From an optimization exercise on the open Yosys and OpenROAD flow, aimed at small area; shortcuts taken in it are not production practice.
RTL that was checked went through simulation tests only; none was proved equivalent to the original.

==> inputs of willow <==
## processing_element
module processing_element(activation, weight, out, clk, rst);
==> flow/config.mk <==
export PLATFORM = sky130hd
export DESIGN_NAME = processing_element
export DESIGN_NICKNAME = processing_element
export VERILOG_FILES = /design/flow/design.v
export SDC_FILE = /design/flow/constraint.sdc
export NUM_CORES = 4
export LEC_CHECK = 0
export CAP_MARGIN = 20
export CORE_MARGIN = 2
export CORE_UTILIZATION = 40
export CTS_BUF_LIST = sky130_fd_sc_hd__clkbuf_8
export GPL_TIMING_DRIVEN = 0
export SLEW_MARGIN = 20
export SYNTH_HIERARCHICAL = 1
==> flow/constraint.sdc <==
create_clock -name core_clock -period 6.5 [get_ports {clk}]
set_input_delay 1.3000 -clock core_clock [delete_from_list [all_inputs] [get_ports {clk}]]
set_output_delay 1.3000 -clock core_clock [all_outputs]
set_load 0.01 [all_outputs]
standard.sh (not shown) runs the stock make flow with config.mk's settings and CLKGATE_MAP_FILE= SYNTH_SCRIPT=/design/flow/synth_recipe.tcl, a recipe that flattens the netlist after the stock synthesis.
==> flow/flow/run.sh <==
#!/bin/bash
# Standard layout, with ports buffered by a small buffer instead of ORFS's default choice.
set -euo pipefail
export BUFFER_PORTS_ARGS="-buffer_cell sky130_fd_sc_hd__buf_1"
bash standard.sh > standard_flow.log 2>&1
==> inputs of delta, as changes to willow <==
--- a/flow/design.v
+++ b/flow/design.v
@@ -2,16 +2,16 @@
 parameter NON_ZERO_WEIGHTS = 108,
           SPECIAL_CASE = 0,
           FRACTIONAL_BITS = 8,
           BIT_SIZE = 16;
 output reg signed [BIT_SIZE-1:0] out;
 input [BIT_SIZE-1:0] activation, weight;
 input clk, rst;
-reg [23:0] s;
-reg [15:0] d1, d2, d3, d4;
+reg [23:0] s_n;        
+reg [15:0] d1, d2, d3, d4;   
 reg [6:0] cnt;       
 reg valid;           
 wire load = (cnt == 0);
 wire [23:0] nxt;
 wire one1;
 wire two2;
 wire neg3;
@@ -947,38 +947,38 @@
 pe_a22o u_sel106 (.a(one238), .b(x244), .c(two239), .d(x243), .y(pp254));
 pe_a22o u_sel107 (.a(one238), .b(x245), .c(two239), .d(x244), .y(pp255));
 pe_a22o u_sel108 (.a(one238), .b(x246), .c(two239), .d(x245), .y(pp256));
 pe_a22o u_sel109 (.a(one238), .b(x247), .c(two239), .d(x246), .y(pp257));
 pe_a22o u_sel110 (.a(one238), .b(x248), .c(two239), .d(x247), .y(pp258));
 pe_a22o u_sel111 (.a(one238), .b(x249), .c(two239), .d(x248), .y(pp259));
 pe_a22o u_sel112 (.a(one238), .b(x250), .c(two239), .d(x249), .y(pp260));
-assign ac261 = s[0] & ~load;
-assign ac262 = s[1] & ~load;
-assign ac263 = s[2] & ~load;
-assign ac264 = s[3] & ~load;
-assign ac265 = s[4] & ~load;
-assign ac266 = s[5] & ~load;
-assign ac267 = s[6] & ~load;
-assign ac268 = s[7] & ~load;
-assign ac269 = s[8] & ~load;
-assign ac270 = s[9] & ~load;
-assign ac271 = s[10] & ~load;
-assign ac272 = s[11] & ~load;
-assign ac273 = s[12] & ~load;
-assign ac274 = s[13] & ~load;
-assign ac275 = s[14] & ~load;
-assign ac276 = s[15] & ~load;
-assign ac277 = s[16] & ~load;
-assign ac278 = s[17] & ~load;
-assign ac279 = s[18] & ~load;
-assign ac280 = s[19] & ~load;
-assign ac281 = s[20] & ~load;
-assign ac282 = s[21] & ~load;
-assign ac283 = s[22] & ~load;
-assign ac284 = s[23] & ~load;
+assign ac261 = ~(s_n[0] | load);
+assign ac262 = ~(s_n[1] | load);
+assign ac263 = ~(s_n[2] | load);
+assign ac264 = ~(s_n[3] | load);
+assign ac265 = ~(s_n[4] | load);
+assign ac266 = ~(s_n[5] | load);
+assign ac267 = ~(s_n[6] | load);
+assign ac268 = ~(s_n[7] | load);
+assign ac269 = ~(s_n[8] | load);
+assign ac270 = ~(s_n[9] | load);
+assign ac271 = ~(s_n[10] | load);
+assign ac272 = ~(s_n[11] | load);
+assign ac273 = ~(s_n[12] | load);
+assign ac274 = ~(s_n[13] | load);
+assign ac275 = ~(s_n[14] | load);
+assign ac276 = ~(s_n[15] | load);
+assign ac277 = ~(s_n[16] | load);
+assign ac278 = ~(s_n[17] | load);
+assign ac279 = ~(s_n[18] | load);
+assign ac280 = ~(s_n[19] | load);
+assign ac281 = ~(s_n[20] | load);
+assign ac282 = ~(s_n[21] | load);
+assign ac283 = ~(s_n[22] | load);
+assign ac284 = ~(s_n[23] | load);
 pe_ha u_ha113 (.a(ac275), .b(neg240), .s(hs285), .co(hc286));
 pe_ha u_ha114 (.a(ac276), .b(pp35), .s(hs287), .co(hc288));
 pe_fa u_fa115 (.a(1'b1), .b(ac277), .c(pp36), .s(fs289), .co(fc290));
 pe_ha u_ha116 (.a(1'b1), .b(ac278), .s(hs291), .co(hc292));
 pe_ha u_ha117 (.a(ac269), .b(neg147), .s(hs293), .co(hc294));
 pe_ha u_ha118 (.a(ac270), .b(pp29), .s(hs295), .co(hc296));
 pe_fa u_fa119 (.a(ac271), .b(neg182), .c(pp30), .s(fs297), .co(fc298));
@@ -1272,27 +1272,27 @@
 assign nxt[18] = (p565 ^ G666);
 assign nxt[19] = (p567 ^ G668);
 assign nxt[20] = (p569 ^ G670);
 assign nxt[21] = (p571 ^ G672);
 assign nxt[22] = (p573 ^ G674);
 assign nxt[23] = (p575 ^ G676);
 always @(posedge clk) begin
-  s <= nxt;
-  d1 <= s[FRACTIONAL_BITS+15:FRACTIONAL_BITS];
+  s_n <= ~nxt;
+  d1 <= s_n[FRACTIONAL_BITS+15:FRACTIONAL_BITS];
   d2 <= d1;
   d3 <= d2;
   d4 <= d3;
   if (!rst) begin
     cnt <= 0;
     valid <= 1'b0;
     out <= 0;
   end else begin
     cnt <= (cnt == NON_ZERO_WEIGHTS - 1) ? 7'd0 : cnt + 7'd1;
     valid <= valid | (cnt == 4);
-    out <= valid ? d4 : 16'd0;
+    out <= valid ? ~d4 : 16'd0;
   end
 end
 endmodule
 module pe_fa(a, b, c, s, co);
 input a, b, c;
 output s, co;
 assign s = a ^ b ^ c;
==> flow/flow/run.sh (replaced) <==
#!/bin/bash
# Standard layout; ports buffered with a small buffer, synthesis buffers removed before placement.
set -euo pipefail
export BUFFER_PORTS_ARGS="-buffer_cell sky130_fd_sc_hd__buf_1"
export REMOVE_ABC_BUFFERS=1
export RECOVER_POWER=100
export CTS_ARGS="-sink_clustering_enable -sink_clustering_size 30 -sink_clustering_max_diameter 200 -buf_list sky130_fd_sc_hd__clkbuf_16 -repair_clock_nets"
bash standard.sh > standard_flow.log 2>&1
==> run summary <==
| metric | willow | delta |
|---|---|---|
| Status | complete, no violations | complete, no violations |
| Maximum number of pins on one net before global-route repair | 23 | 24 |
| Number of global-route vias before repair | 5519 | 5387 |
| Portion of synthesized cell area occupied by the leading cell type | 0.261 | 0.263 |
| Most common cell in the netlist | sky130_fd_sc_hd__xnor2_1 | sky130_fd_sc_hd__a22o_1 |
| Clock-pin transition on the worst setup and hold timing paths | 0.11 ns | 0.07 ns |
| Portion of the clock cycle consumed by the worst path in the final layout | 0.969 | 0.957 |
| Minimum period implied by the final worst setup slack | 6.30 ns | 6.22 ns |
| Worst Tran Pin Value | 0.960 ns | 0.982 ns |
| Routed wl met3 | 564 um | 572 um |
| CP Data Arrival Time | 6.58 ns | 6.45 ns |
| Setup clock skew after layout | 0.0152 ns | 0.0104 ns |
| Worst Hold Margin | 0.323 ns | 0.320 ns |
| Final WL | 18.0 mm | 16.3 mm |
| Worst Reg2Reg Path Length in Cells | 18 | 16 |
| Initial Utilization | 0.408 | 0.407 |
| Fraction of the yosys area taken by sequential cells | 0.261 | 0.263 |
| DRC violation total after the first TritonRoute iteration | 211 | 213 |
| GRT met3 Usage | 0.0206 | 0.0189 |
| Area growth from synthesis to final layout | 8.74% | 8.28% |
| Reg-to-reg endpoint | s[22]$_DFF_P_ | s_n[17]$_DFF_P_ |
| Xor-xnor portion of the synthesized cell area | 0.146 | 0.148 |
| Total number of vias | 5593 | 5399 |
| Worst max-slew margin expressed relative to the limit | 0.354 | 0.341 |

==> job 7933 <==
Another version of the RTL of processing_element (not shown whole).
export LEC_CHECK = 0
export CAP_MARGIN = 20
export CORE_MARGIN = 2
export CORE_UTILIZATION = 40
export CTS_BUF_LIST = sky130_fd_sc_hd__clkbuf_8
export GPL_TIMING_DRIVEN = 0
export SLEW_MARGIN = 20
export SYNTH_HIERARCHICAL = 1
create_clock -name core_clock -period 6.5 [get_ports {clk}]
run.sh (not shown) runs the stock make flow with config.mk's settings and CLKGATE_MAP_FILE= SYNTH_SCRIPT=/design/flow/synth_recipe.tcl, a recipe that flattens the netlist after the stock synthesis.
Stock flow here: none of the scripts above is used.
==> inputs of job 3594, as changes to job 7933 <==
--- a/flow/design.v
+++ b/flow/design.v
@@ -3,14 +3,14 @@
           SPECIAL_CASE = 0,
           FRACTIONAL_BITS = 8,
           BIT_SIZE = 16;
 output reg signed [BIT_SIZE-1:0] out;
 input [BIT_SIZE-1:0] activation, weight;
 input clk, rst;
-reg [23:0] s;
-reg [15:0] d1, d2, d3, d4;
+reg [23:0] s_n;        
+reg [15:0] d1, d2, d3, d4;   
 reg [6:0] cnt;       
 reg valid;           
 wire load = (cnt == 0);
 wire [23:0] nxt;
 wire one1;
 wire two2;
@@ -948,52 +948,52 @@
 pe_a22o u_sel107 (.a(one238), .b(x245), .c(two239), .d(x244), .y(pp255));
 pe_a22o u_sel108 (.a(one238), .b(x246), .c(two239), .d(x245), .y(pp256));
 pe_a22o u_sel109 (.a(one238), .b(x247), .c(two239), .d(x246), .y(pp257));
 pe_a22o u_sel110 (.a(one238), .b(x248), .c(two239), .d(x247), .y(pp258));
 pe_a22o u_sel111 (.a(one238), .b(x249), .c(two239), .d(x248), .y(pp259));
 pe_a22o u_sel112 (.a(one238), .b(x250), .c(two239), .d(x249), .y(pp260));
-assign ac261 = s[0] & ~load;
-assign ac262 = s[1] & ~load;
-assign ac263 = s[2] & ~load;
-assign ac264 = s[3] & ~load;
-assign ac265 = s[4] & ~load;
-assign ac266 = s[5] & ~load;
-assign ac267 = s[6] & ~load;
-assign ac268 = s[7] & ~load;
-assign ac269 = s[8] & ~load;
-assign ac270 = s[9] & ~load;
-assign ac271 = s[10] & ~load;
-assign ac272 = s[11] & ~load;
-assign ac273 = s[12] & ~load;
-assign ac274 = s[13] & ~load;
-assign ac275 = s[14] & ~load;
-assign ac276 = s[15] & ~load;
-assign ac277 = s[16] & ~load;
-assign ac278 = s[17] & ~load;
-assign ac279 = s[18] & ~load;
-assign ac280 = s[19] & ~load;
-assign ac281 = s[20] & ~load;
-assign ac282 = s[21] & ~load;
-assign ac283 = s[22] & ~load;
-assign ac284 = s[23] & ~load;
-pe_fa u_fa113 (.a(ac275), .b(neg240), .c(1'b0), .s(hs285), .co(hc286));
-pe_fa u_fa114 (.a(ac276), .b(pp35), .c(1'b0), .s(hs287), .co(hc288));
+assign ac261 = ~(s_n[0] | load);
+assign ac262 = ~(s_n[1] | load);
+assign ac263 = ~(s_n[2] | load);
+assign ac264 = ~(s_n[3] | load);
+assign ac265 = ~(s_n[4] | load);
+assign ac266 = ~(s_n[5] | load);
+assign ac267 = ~(s_n[6] | load);
+assign ac268 = ~(s_n[7] | load);
+assign ac269 = ~(s_n[8] | load);
+assign ac270 = ~(s_n[9] | load);
+assign ac271 = ~(s_n[10] | load);
+assign ac272 = ~(s_n[11] | load);
+assign ac273 = ~(s_n[12] | load);
+assign ac274 = ~(s_n[13] | load);
+assign ac275 = ~(s_n[14] | load);
+assign ac276 = ~(s_n[15] | load);
+assign ac277 = ~(s_n[16] | load);
+assign ac278 = ~(s_n[17] | load);
+assign ac279 = ~(s_n[18] | load);
+assign ac280 = ~(s_n[19] | load);
+assign ac281 = ~(s_n[20] | load);
+assign ac282 = ~(s_n[21] | load);
+assign ac283 = ~(s_n[22] | load);
+assign ac284 = ~(s_n[23] | load);
+pe_ha u_ha113 (.a(ac275), .b(neg240), .s(hs285), .co(hc286));
+pe_ha u_ha114 (.a(ac276), .b(pp35), .s(hs287), .co(hc288));
 pe_fa u_fa115 (.a(1'b1), .b(ac277), .c(pp36), .s(fs289), .co(fc290));
-pe_fa u_fa116 (.a(1'b1), .b(ac278), .c(1'b0), .s(hs291), .co(hc292));
-pe_fa u_fa117 (.a(ac269), .b(neg147), .c(1'b0), .s(hs293), .co(hc294));
-pe_fa u_fa118 (.a(ac270), .b(pp29), .c(1'b0), .s(hs295), .co(hc296));
+pe_ha u_ha116 (.a(1'b1), .b(ac278), .s(hs291), .co(hc292));
+pe_ha u_ha117 (.a(ac269), .b(neg147), .s(hs293), .co(hc294));
+pe_ha u_ha118 (.a(ac270), .b(pp29), .s(hs295), .co(hc296));
 pe_fa u_fa119 (.a(ac271), .b(neg182), .c(pp30), .s(fs297), .co(fc298));
-pe_fa u_fa120 (.a(pp64), .b(pp98), .c(1'b0), .s(hs299), .co(hc300));
+pe_ha u_ha120 (.a(pp64), .b(pp98), .s(hs299), .co(hc300));
 pe_fa u_fa121 (.a(ac272), .b(pp31), .c(pp65), .s(fs301), .co(fc302));
-pe_fa u_fa122 (.a(pp99), .b(pp133), .c(1'b0), .s(hs303), .co(hc304));
+pe_ha u_ha122 (.a(pp99), .b(pp133), .s(hs303), .co(hc304));
 pe_fa u_fa123 (.a(ac273), .b(neg213), .c(pp32), .s(fs305), .co(fc306));
 pe_fa u_fa124 (.a(pp66), .b(pp100), .c(pp134), .s(fs307), .co(fc308));
-pe_fa u_fa125 (.a(pp168), .b(pp199), .c(1'b0), .s(hs309), .co(hc310));
+pe_ha u_ha125 (.a(pp168), .b(pp199), .s(hs309), .co(hc310));
 pe_fa u_fa126 (.a(ac274), .b(pp33), .c(pp67), .s(fs311), .co(fc312));
 pe_fa u_fa127 (.a(pp101), .b(pp135), .c(pp169), .s(fs313), .co(fc314));
-pe_fa u_fa128 (.a(pp200), .b(pp227), .c(1'b0), .s(hs315), .co(hc316));
+pe_ha u_ha128 (.a(pp200), .b(pp227), .s(hs315), .co(hc316));
 pe_fa u_fa129 (.a(hs285), .b(pp34), .c(pp68), .s(fs317), .co(fc318));
 pe_fa u_fa130 (.a(pp102), .b(pp136), .c(pp170), .s(fs319), .co(fc320));
 pe_fa u_fa131 (.a(pp201), .b(pp228), .c(pp251), .s(fs321), .co(fc322));
 pe_fa u_fa132 (.a(hc286), .b(pp69), .c(pp103), .s(fs323), .co(fc324));
 pe_fa u_fa133 (.a(pp137), .b(pp171), .c(pp202), .s(fs325), .co(fc326));
 pe_fa u_fa134 (.a(pp229), .b(pp252), .c(hs287), .s(fs327), .co(fc328));
@@ -1005,25 +1005,25 @@
 pe_fa u_fa140 (.a(pp231), .b(pp254), .c(fc290), .s(fs339), .co(fc340));
 pe_fa u_fa141 (.a(ac279), .b(hc292), .c(pp72), .s(fs341), .co(fc342));
 pe_fa u_fa142 (.a(pp106), .b(pp140), .c(pp174), .s(fs343), .co(fc344));
 pe_fa u_fa143 (.a(pp205), .b(pp232), .c(pp255), .s(fs345), .co(fc346));
 pe_fa u_fa144 (.a(1'b1), .b(ac280), .c(pp107), .s(fs347), .co(fc348));
 pe_fa u_fa145 (.a(pp141), .b(pp175), .c(pp206), .s(fs349), .co(fc350));
-pe_fa u_fa146 (.a(pp233), .b(pp256), .c(1'b0), .s(hs351), .co(hc352));
+pe_ha u_ha146 (.a(pp233), .b(pp256), .s(hs351), .co(hc352));
 pe_fa u_fa147 (.a(ac281), .b(pp108), .c(pp142), .s(fs353), .co(fc354));
 pe_fa u_fa148 (.a(pp176), .b(pp207), .c(pp234), .s(fs355), .co(fc356));
 pe_fa u_fa149 (.a(1'b1), .b(ac282), .c(pp143), .s(fs357), .co(fc358));
-pe_fa u_fa150 (.a(pp177), .b(pp208), .c(1'b0), .s(hs359), .co(hc360));
+pe_ha u_ha150 (.a(pp177), .b(pp208), .s(hs359), .co(hc360));
 pe_fa u_fa151 (.a(ac283), .b(pp144), .c(pp178), .s(fs361), .co(fc362));
 assign hs363 = 1'b1 ^ ac284;
-pe_fa u_fa152 (.a(ac265), .b(neg75), .c(1'b0), .s(hs364), .co(hc365));
-pe_fa u_fa153 (.a(ac266), .b(pp25), .c(1'b0), .s(hs366), .co(hc367));
+pe_ha u_ha152 (.a(ac265), .b(neg75), .s(hs364), .co(hc365));
+pe_ha u_ha153 (.a(ac266), .b(pp25), .s(hs366), .co(hc367));
 pe_fa u_fa154 (.a(ac267), .b(neg111), .c(pp26), .s(fs368), .co(fc369));
-pe_fa u_fa155 (.a(pp60), .b(pp94), .c(1'b0), .s(hs370), .co(hc371));
+pe_ha u_ha155 (.a(pp60), .b(pp94), .s(hs370), .co(hc371));
 pe_fa u_fa156 (.a(ac268), .b(pp27), .c(pp61), .s(fs372), .co(fc373));
-pe_fa u_fa157 (.a(pp95), .b(pp129), .c(1'b0), .s(hs374), .co(hc375));
+pe_ha u_ha157 (.a(pp95), .b(pp129), .s(hs374), .co(hc375));
 pe_fa u_fa158 (.a(hs293), .b(pp28), .c(pp62), .s(fs376), .co(fc377));
 pe_fa u_fa159 (.a(pp96), .b(pp130), .c(pp164), .s(fs378), .co(fc379));
 pe_fa u_fa160 (.a(hc294), .b(pp63), .c(pp97), .s(fs380), .co(fc381));
 pe_fa u_fa161 (.a(pp131), .b(pp165), .c(hs295), .s(fs382), .co(fc383));
 pe_fa u_fa162 (.a(pp132), .b(pp166), .c(pp197), .s(fs384), .co(fc385));
 pe_fa u_fa163 (.a(hc296), .b(hs299), .c(fs297), .s(fs386), .co(fc387));
@@ -1050,14 +1050,14 @@
 pe_fa u_fa184 (.a(pp235), .b(pp258), .c(hs359), .s(fs428), .co(fc429));
 pe_fa u_fa185 (.a(fc354), .b(fc356), .c(fs357), .s(fs430), .co(fc431));
 pe_fa u_fa186 (.a(pp209), .b(pp236), .c(pp259), .s(fs432), .co(fc433));
 pe_fa u_fa187 (.a(hc360), .b(fc358), .c(fs361), .s(fs434), .co(fc435));
 assign fs436 = hs363 ^ pp179 ^ pp210;
 assign fs437 = pp237 ^ pp260 ^ fc362;
-pe_fa u_fa188 (.a(ac263), .b(neg39), .c(1'b0), .s(hs438), .co(hc439));
-pe_fa u_fa189 (.a(ac264), .b(pp23), .c(1'b0), .s(hs440), .co(hc441));
+pe_ha u_ha188 (.a(ac263), .b(neg39), .s(hs438), .co(hc439));
+pe_ha u_ha189 (.a(ac264), .b(pp23), .s(hs440), .co(hc441));
 pe_fa u_fa190 (.a(hs364), .b(pp24), .c(pp58), .s(fs442), .co(fc443));
 pe_fa u_fa191 (.a(hc365), .b(pp59), .c(pp93), .s(fs444), .co(fc445));
 pe_fa u_fa192 (.a(pp128), .b(hc367), .c(hs370), .s(fs446), .co(fc447));
 pe_fa u_fa193 (.a(hc371), .b(hs374), .c(fc369), .s(fs448), .co(fc449));
 pe_fa u_fa194 (.a(hc375), .b(fc373), .c(fs376), .s(fs450), .co(fc451));
 pe_fa u_fa195 (.a(fc377), .b(fc379), .c(fs380), .s(fs452), .co(fc453));
@@ -1072,14 +1072,14 @@
 pe_fa u_fa204 (.a(fc413), .b(fs416), .c(fc415), .s(fs470), .co(fc471));
 pe_fa u_fa205 (.a(fc417), .b(fs420), .c(fs422), .s(fs472), .co(fc473));
 pe_fa u_fa206 (.a(fc421), .b(fc423), .c(fs424), .s(fs474), .co(fc475));
 pe_fa u_fa207 (.a(fs428), .b(fc425), .c(fc427), .s(fs476), .co(fc477));
 pe_fa u_fa208 (.a(fs432), .b(fc429), .c(fc431), .s(fs478), .co(fc479));
 assign fs480 = fc433 ^ fs436 ^ fc435;
-pe_fa u_fa209 (.a(ac261), .b(neg3), .c(1'b0), .s(hs481), .co(hc482));
-pe_fa u_fa210 (.a(ac262), .b(pp21), .c(1'b0), .s(hs483), .co(hc484));
+pe_ha u_ha209 (.a(ac261), .b(neg3), .s(hs481), .co(hc482));
+pe_ha u_ha210 (.a(ac262), .b(pp21), .s(hs483), .co(hc484));
 pe_fa u_fa211 (.a(hs438), .b(pp22), .c(pp56), .s(fs485), .co(fc486));
 pe_fa u_fa212 (.a(hc439), .b(pp57), .c(hs440), .s(fs487), .co(fc488));
 pe_fa u_fa213 (.a(pp92), .b(hc441), .c(fs442), .s(fs489), .co(fc490));
 pe_fa u_fa214 (.a(hs366), .b(fc443), .c(fs444), .s(fs491), .co(fc492));
 pe_fa u_fa215 (.a(fc445), .b(fs368), .c(fs446), .s(fs493), .co(fc494));
 pe_fa u_fa216 (.a(fs372), .b(fc447), .c(fs448), .s(fs495), .co(fc496));
@@ -1273,25 +1273,25 @@
 assign nxt[19] = (p567 ^ G668);
 assign nxt[20] = (p569 ^ G670);
 assign nxt[21] = (p571 ^ G672);
 assign nxt[22] = (p573 ^ G674);
 assign nxt[23] = (p575 ^ G676);
 always @(posedge clk) begin
-  s <= nxt;
-  d1 <= s[FRACTIONAL_BITS+15:FRACTIONAL_BITS];
+  s_n <= ~nxt;
+  d1 <= s_n[FRACTIONAL_BITS+15:FRACTIONAL_BITS];
   d2 <= d1;
   d3 <= d2;
   d4 <= d3;
   if (!rst) begin
     cnt <= 0;
     valid <= 1'b0;
     out <= 0;
   end else begin
     cnt <= (cnt == NON_ZERO_WEIGHTS - 1) ? 7'd0 : cnt + 7'd1;
     valid <= valid | (cnt == 4);
-    out <= valid ? d4 : 16'd0;
+    out <= valid ? ~d4 : 16'd0;
   end
 end
 endmodule
 module pe_fa(a, b, c, s, co);
 input a, b, c;
 output s, co;
==> flow/flow/run.sh (new file) <==
#!/bin/bash
# Standard layout, with ports buffered by a small buffer instead of ORFS's default choice.
set -euo pipefail
export BUFFER_PORTS_ARGS="-buffer_cell sky130_fd_sc_hd__buf_1"
bash standard.sh > standard_flow.log 2>&1
==> flow/standard.sh (new file) <==
#!/bin/bash
# synth_recipe.tcl (not shown) runs the flow's synth.tcl, then flattens the netlist and writes it again
# the make line also repeats each setting of config.mk as NAME=value (left out here)
make -C /OpenROAD-flow-scripts/flow DESIGN_CONFIG=/design/flow/config.mk WORK_HOME=/design/flow/orfs CLKGATE_MAP_FILE= SYNTH_SCRIPT=/design/flow/synth_recipe.tcl "${@:-finish}"
Settings changed: CORE_UTILIZATION 40 to 60.
removed: flow/run.sh
==> inputs of job 9313, as changes to job 7933 <==
--- a/flow/design.v
+++ b/flow/design.v
@@ -972,28 +972,28 @@
 assign ac279 = s[18] & ~load;
 assign ac280 = s[19] & ~load;
 assign ac281 = s[20] & ~load;
 assign ac282 = s[21] & ~load;
 assign ac283 = s[22] & ~load;
 assign ac284 = s[23] & ~load;
-pe_fa u_fa113 (.a(ac275), .b(neg240), .c(1'b0), .s(hs285), .co(hc286));
-pe_fa u_fa114 (.a(ac276), .b(pp35), .c(1'b0), .s(hs287), .co(hc288));
+pe_ha u_ha113 (.a(ac275), .b(neg240), .s(hs285), .co(hc286));
+pe_ha u_ha114 (.a(ac276), .b(pp35), .s(hs287), .co(hc288));
 pe_fa u_fa115 (.a(1'b1), .b(ac277), .c(pp36), .s(fs289), .co(fc290));
-pe_fa u_fa116 (.a(1'b1), .b(ac278), .c(1'b0), .s(hs291), .co(hc292));
-pe_fa u_fa117 (.a(ac269), .b(neg147), .c(1'b0), .s(hs293), .co(hc294));
-pe_fa u_fa118 (.a(ac270), .b(pp29), .c(1'b0), .s(hs295), .co(hc296));
+pe_ha u_ha116 (.a(1'b1), .b(ac278), .s(hs291), .co(hc292));
+pe_ha u_ha117 (.a(ac269), .b(neg147), .s(hs293), .co(hc294));
+pe_ha u_ha118 (.a(ac270), .b(pp29), .s(hs295), .co(hc296));
 pe_fa u_fa119 (.a(ac271), .b(neg182), .c(pp30), .s(fs297), .co(fc298));
-pe_fa u_fa120 (.a(pp64), .b(pp98), .c(1'b0), .s(hs299), .co(hc300));
+pe_ha u_ha120 (.a(pp64), .b(pp98), .s(hs299), .co(hc300));
 pe_fa u_fa121 (.a(ac272), .b(pp31), .c(pp65), .s(fs301), .co(fc302));
-pe_fa u_fa122 (.a(pp99), .b(pp133), .c(1'b0), .s(hs303), .co(hc304));
+pe_ha u_ha122 (.a(pp99), .b(pp133), .s(hs303), .co(hc304));
 pe_fa u_fa123 (.a(ac273), .b(neg213), .c(pp32), .s(fs305), .co(fc306));
 pe_fa u_fa124 (.a(pp66), .b(pp100), .c(pp134), .s(fs307), .co(fc308));
-pe_fa u_fa125 (.a(pp168), .b(pp199), .c(1'b0), .s(hs309), .co(hc310));
+pe_ha u_ha125 (.a(pp168), .b(pp199), .s(hs309), .co(hc310));
 pe_fa u_fa126 (.a(ac274), .b(pp33), .c(pp67), .s(fs311), .co(fc312));
 pe_fa u_fa127 (.a(pp101), .b(pp135), .c(pp169), .s(fs313), .co(fc314));
-pe_fa u_fa128 (.a(pp200), .b(pp227), .c(1'b0), .s(hs315), .co(hc316));
+pe_ha u_ha128 (.a(pp200), .b(pp227), .s(hs315), .co(hc316));
 pe_fa u_fa129 (.a(hs285), .b(pp34), .c(pp68), .s(fs317), .co(fc318));
 pe_fa u_fa130 (.a(pp102), .b(pp136), .c(pp170), .s(fs319), .co(fc320));
 pe_fa u_fa131 (.a(pp201), .b(pp228), .c(pp251), .s(fs321), .co(fc322));
 pe_fa u_fa132 (.a(hc286), .b(pp69), .c(pp103), .s(fs323), .co(fc324));
 pe_fa u_fa133 (.a(pp137), .b(pp171), .c(pp202), .s(fs325), .co(fc326));
 pe_fa u_fa134 (.a(pp229), .b(pp252), .c(hs287), .s(fs327), .co(fc328));
@@ -1005,25 +1005,25 @@
 pe_fa u_fa140 (.a(pp231), .b(pp254), .c(fc290), .s(fs339), .co(fc340));
 pe_fa u_fa141 (.a(ac279), .b(hc292), .c(pp72), .s(fs341), .co(fc342));
 pe_fa u_fa142 (.a(pp106), .b(pp140), .c(pp174), .s(fs343), .co(fc344));
 pe_fa u_fa143 (.a(pp205), .b(pp232), .c(pp255), .s(fs345), .co(fc346));
 pe_fa u_fa144 (.a(1'b1), .b(ac280), .c(pp107), .s(fs347), .co(fc348));
 pe_fa u_fa145 (.a(pp141), .b(pp175), .c(pp206), .s(fs349), .co(fc350));
-pe_fa u_fa146 (.a(pp233), .b(pp256), .c(1'b0), .s(hs351), .co(hc352));
+pe_ha u_ha146 (.a(pp233), .b(pp256), .s(hs351), .co(hc352));
 pe_fa u_fa147 (.a(ac281), .b(pp108), .c(pp142), .s(fs353), .co(fc354));
 pe_fa u_fa148 (.a(pp176), .b(pp207), .c(pp234), .s(fs355), .co(fc356));
 pe_fa u_fa149 (.a(1'b1), .b(ac282), .c(pp143), .s(fs357), .co(fc358));
-pe_fa u_fa150 (.a(pp177), .b(pp208), .c(1'b0), .s(hs359), .co(hc360));
+pe_ha u_ha150 (.a(pp177), .b(pp208), .s(hs359), .co(hc360));
 pe_fa u_fa151 (.a(ac283), .b(pp144), .c(pp178), .s(fs361), .co(fc362));
 assign hs363 = 1'b1 ^ ac284;
-pe_fa u_fa152 (.a(ac265), .b(neg75), .c(1'b0), .s(hs364), .co(hc365));
-pe_fa u_fa153 (.a(ac266), .b(pp25), .c(1'b0), .s(hs366), .co(hc367));
+pe_ha u_ha152 (.a(ac265), .b(neg75), .s(hs364), .co(hc365));
+pe_ha u_ha153 (.a(ac266), .b(pp25), .s(hs366), .co(hc367));
 pe_fa u_fa154 (.a(ac267), .b(neg111), .c(pp26), .s(fs368), .co(fc369));
-pe_fa u_fa155 (.a(pp60), .b(pp94), .c(1'b0), .s(hs370), .co(hc371));
+pe_ha u_ha155 (.a(pp60), .b(pp94), .s(hs370), .co(hc371));
 pe_fa u_fa156 (.a(ac268), .b(pp27), .c(pp61), .s(fs372), .co(fc373));
-pe_fa u_fa157 (.a(pp95), .b(pp129), .c(1'b0), .s(hs374), .co(hc375));
+pe_ha u_ha157 (.a(pp95), .b(pp129), .s(hs374), .co(hc375));
 pe_fa u_fa158 (.a(hs293), .b(pp28), .c(pp62), .s(fs376), .co(fc377));
 pe_fa u_fa159 (.a(pp96), .b(pp130), .c(pp164), .s(fs378), .co(fc379));
 pe_fa u_fa160 (.a(hc294), .b(pp63), .c(pp97), .s(fs380), .co(fc381));
 pe_fa u_fa161 (.a(pp131), .b(pp165), .c(hs295), .s(fs382), .co(fc383));
 pe_fa u_fa162 (.a(pp132), .b(pp166), .c(pp197), .s(fs384), .co(fc385));
 pe_fa u_fa163 (.a(hc296), .b(hs299), .c(fs297), .s(fs386), .co(fc387));
@@ -1050,14 +1050,14 @@
 pe_fa u_fa184 (.a(pp235), .b(pp258), .c(hs359), .s(fs428), .co(fc429));
 pe_fa u_fa185 (.a(fc354), .b(fc356), .c(fs357), .s(fs430), .co(fc431));
 pe_fa u_fa186 (.a(pp209), .b(pp236), .c(pp259), .s(fs432), .co(fc433));
 pe_fa u_fa187 (.a(hc360), .b(fc358), .c(fs361), .s(fs434), .co(fc435));
 assign fs436 = hs363 ^ pp179 ^ pp210;
 assign fs437 = pp237 ^ pp260 ^ fc362;
-pe_fa u_fa188 (.a(ac263), .b(neg39), .c(1'b0), .s(hs438), .co(hc439));
-pe_fa u_fa189 (.a(ac264), .b(pp23), .c(1'b0), .s(hs440), .co(hc441));
+pe_ha u_ha188 (.a(ac263), .b(neg39), .s(hs438), .co(hc439));
+pe_ha u_ha189 (.a(ac264), .b(pp23), .s(hs440), .co(hc441));
 pe_fa u_fa190 (.a(hs364), .b(pp24), .c(pp58), .s(fs442), .co(fc443));
 pe_fa u_fa191 (.a(hc365), .b(pp59), .c(pp93), .s(fs444), .co(fc445));
 pe_fa u_fa192 (.a(pp128), .b(hc367), .c(hs370), .s(fs446), .co(fc447));
 pe_fa u_fa193 (.a(hc371), .b(hs374), .c(fc369), .s(fs448), .co(fc449));
 pe_fa u_fa194 (.a(hc375), .b(fc373), .c(fs376), .s(fs450), .co(fc451));
 pe_fa u_fa195 (.a(fc377), .b(fc379), .c(fs380), .s(fs452), .co(fc453));
@@ -1072,14 +1072,14 @@
 pe_fa u_fa204 (.a(fc413), .b(fs416), .c(fc415), .s(fs470), .co(fc471));
 pe_fa u_fa205 (.a(fc417), .b(fs420), .c(fs422), .s(fs472), .co(fc473));
 pe_fa u_fa206 (.a(fc421), .b(fc423), .c(fs424), .s(fs474), .co(fc475));
 pe_fa u_fa207 (.a(fs428), .b(fc425), .c(fc427), .s(fs476), .co(fc477));
 pe_fa u_fa208 (.a(fs432), .b(fc429), .c(fc431), .s(fs478), .co(fc479));
 assign fs480 = fc433 ^ fs436 ^ fc435;
-pe_fa u_fa209 (.a(ac261), .b(neg3), .c(1'b0), .s(hs481), .co(hc482));
-pe_fa u_fa210 (.a(ac262), .b(pp21), .c(1'b0), .s(hs483), .co(hc484));
+pe_ha u_ha209 (.a(ac261), .b(neg3), .s(hs481), .co(hc482));
+pe_ha u_ha210 (.a(ac262), .b(pp21), .s(hs483), .co(hc484));
 pe_fa u_fa211 (.a(hs438), .b(pp22), .c(pp56), .s(fs485), .co(fc486));
 pe_fa u_fa212 (.a(hc439), .b(pp57), .c(hs440), .s(fs487), .co(fc488));
 pe_fa u_fa213 (.a(pp92), .b(hc441), .c(fs442), .s(fs489), .co(fc490));
 pe_fa u_fa214 (.a(hs366), .b(fc443), .c(fs444), .s(fs491), .co(fc492));
 pe_fa u_fa215 (.a(fc445), .b(fs368), .c(fs446), .s(fs493), .co(fc494));
 pe_fa u_fa216 (.a(fs372), .b(fc447), .c(fs448), .s(fs495), .co(fc496));
==> flow/flow/run.sh (new file) <==
#!/bin/bash
# Standard layout, with ports buffered by a small buffer instead of ORFS's default choice.
set -euo pipefail
export BUFFER_PORTS_ARGS="-buffer_cell sky130_fd_sc_hd__buf_2"
bash standard.sh > standard_flow.log 2>&1
==> flow/standard.sh (new file) <==
#!/bin/bash
# synth_recipe.tcl (not shown) runs the flow's synth.tcl, then flattens the netlist and writes it again
# the make line also repeats each setting of config.mk as NAME=value (left out here)
make -C /OpenROAD-flow-scripts/flow DESIGN_CONFIG=/design/flow/config.mk WORK_HOME=/design/flow/orfs CLKGATE_MAP_FILE= SYNTH_SCRIPT=/design/flow/synth_recipe.tcl "${@:-finish}"
removed: flow/run.sh
==> notes <==
- Die area, lowest first: job 3594, job 9313, job 7933.
- The lowest register-to-register slack belongs to job 3594, the highest to job 9313.
- The lowest global-route usage belongs to job 9313, the highest to job 3594.
- Wire length: job 9313 < job 3594 < job 7933.
- Synthesized cell count, highest first: job 7933, job 9313, job 3594.
- In job 3594 the area after synthesis is smaller than in job 9313, by about 0.7%.
Only the layout flow was run in job 7933; the RTL was not checked for function there.

==> static timing again, ports no longer ideal <==
In the flow no input, the clock included, has a driving cell. The finished layouts below were timed again as built, in two steps. Step 1 (the two cells are an assumption about what drives the block):
set clk [get_ports {clk}]
set_driving_cell -lib_cell sky130_fd_sc_hd__clkbuf_16 $clk
set_driving_cell -lib_cell sky130_fd_sc_hd__buf_2 [delete_from_list [all_inputs] $clk]
Step 2, shift: input delay + t, output delay - t, t = (earliest + latest rising clock arrival at the registers) / 2. This alone moves slack from input paths to output paths. Three values: no drivers, after step 1, after step 2; two values: the first two.
run	shift t [ns]	setup slack, ns	hold WS [ns]	worst setup path after step 2	worst data-port slew with drivers (ns)
willow	0.406	0.200 / 0.210 / -0.196	0.323 / 0.323 / 0.323	input to register	0.04
delta	0.373	0.282 / 0.297 / -0.076	0.320 / 0.320 / 0.320	input to register	0.04
job 7933	0.401	0.167 / 0.179 / -0.223	0.328 / 0.328 / 0.328	input to register	0.05
job 3594	0.417	0.255 / 0.276 / -0.141	0.319 / 0.319 / 0.319	input to register	0.03
job 9313	0.407	0.241 / 0.256 / -0.151	0.324 / 0.324 / 0.324	input to register	0.04
With both steps, setup timing fails in every run listed, where it was met with ideal ports.
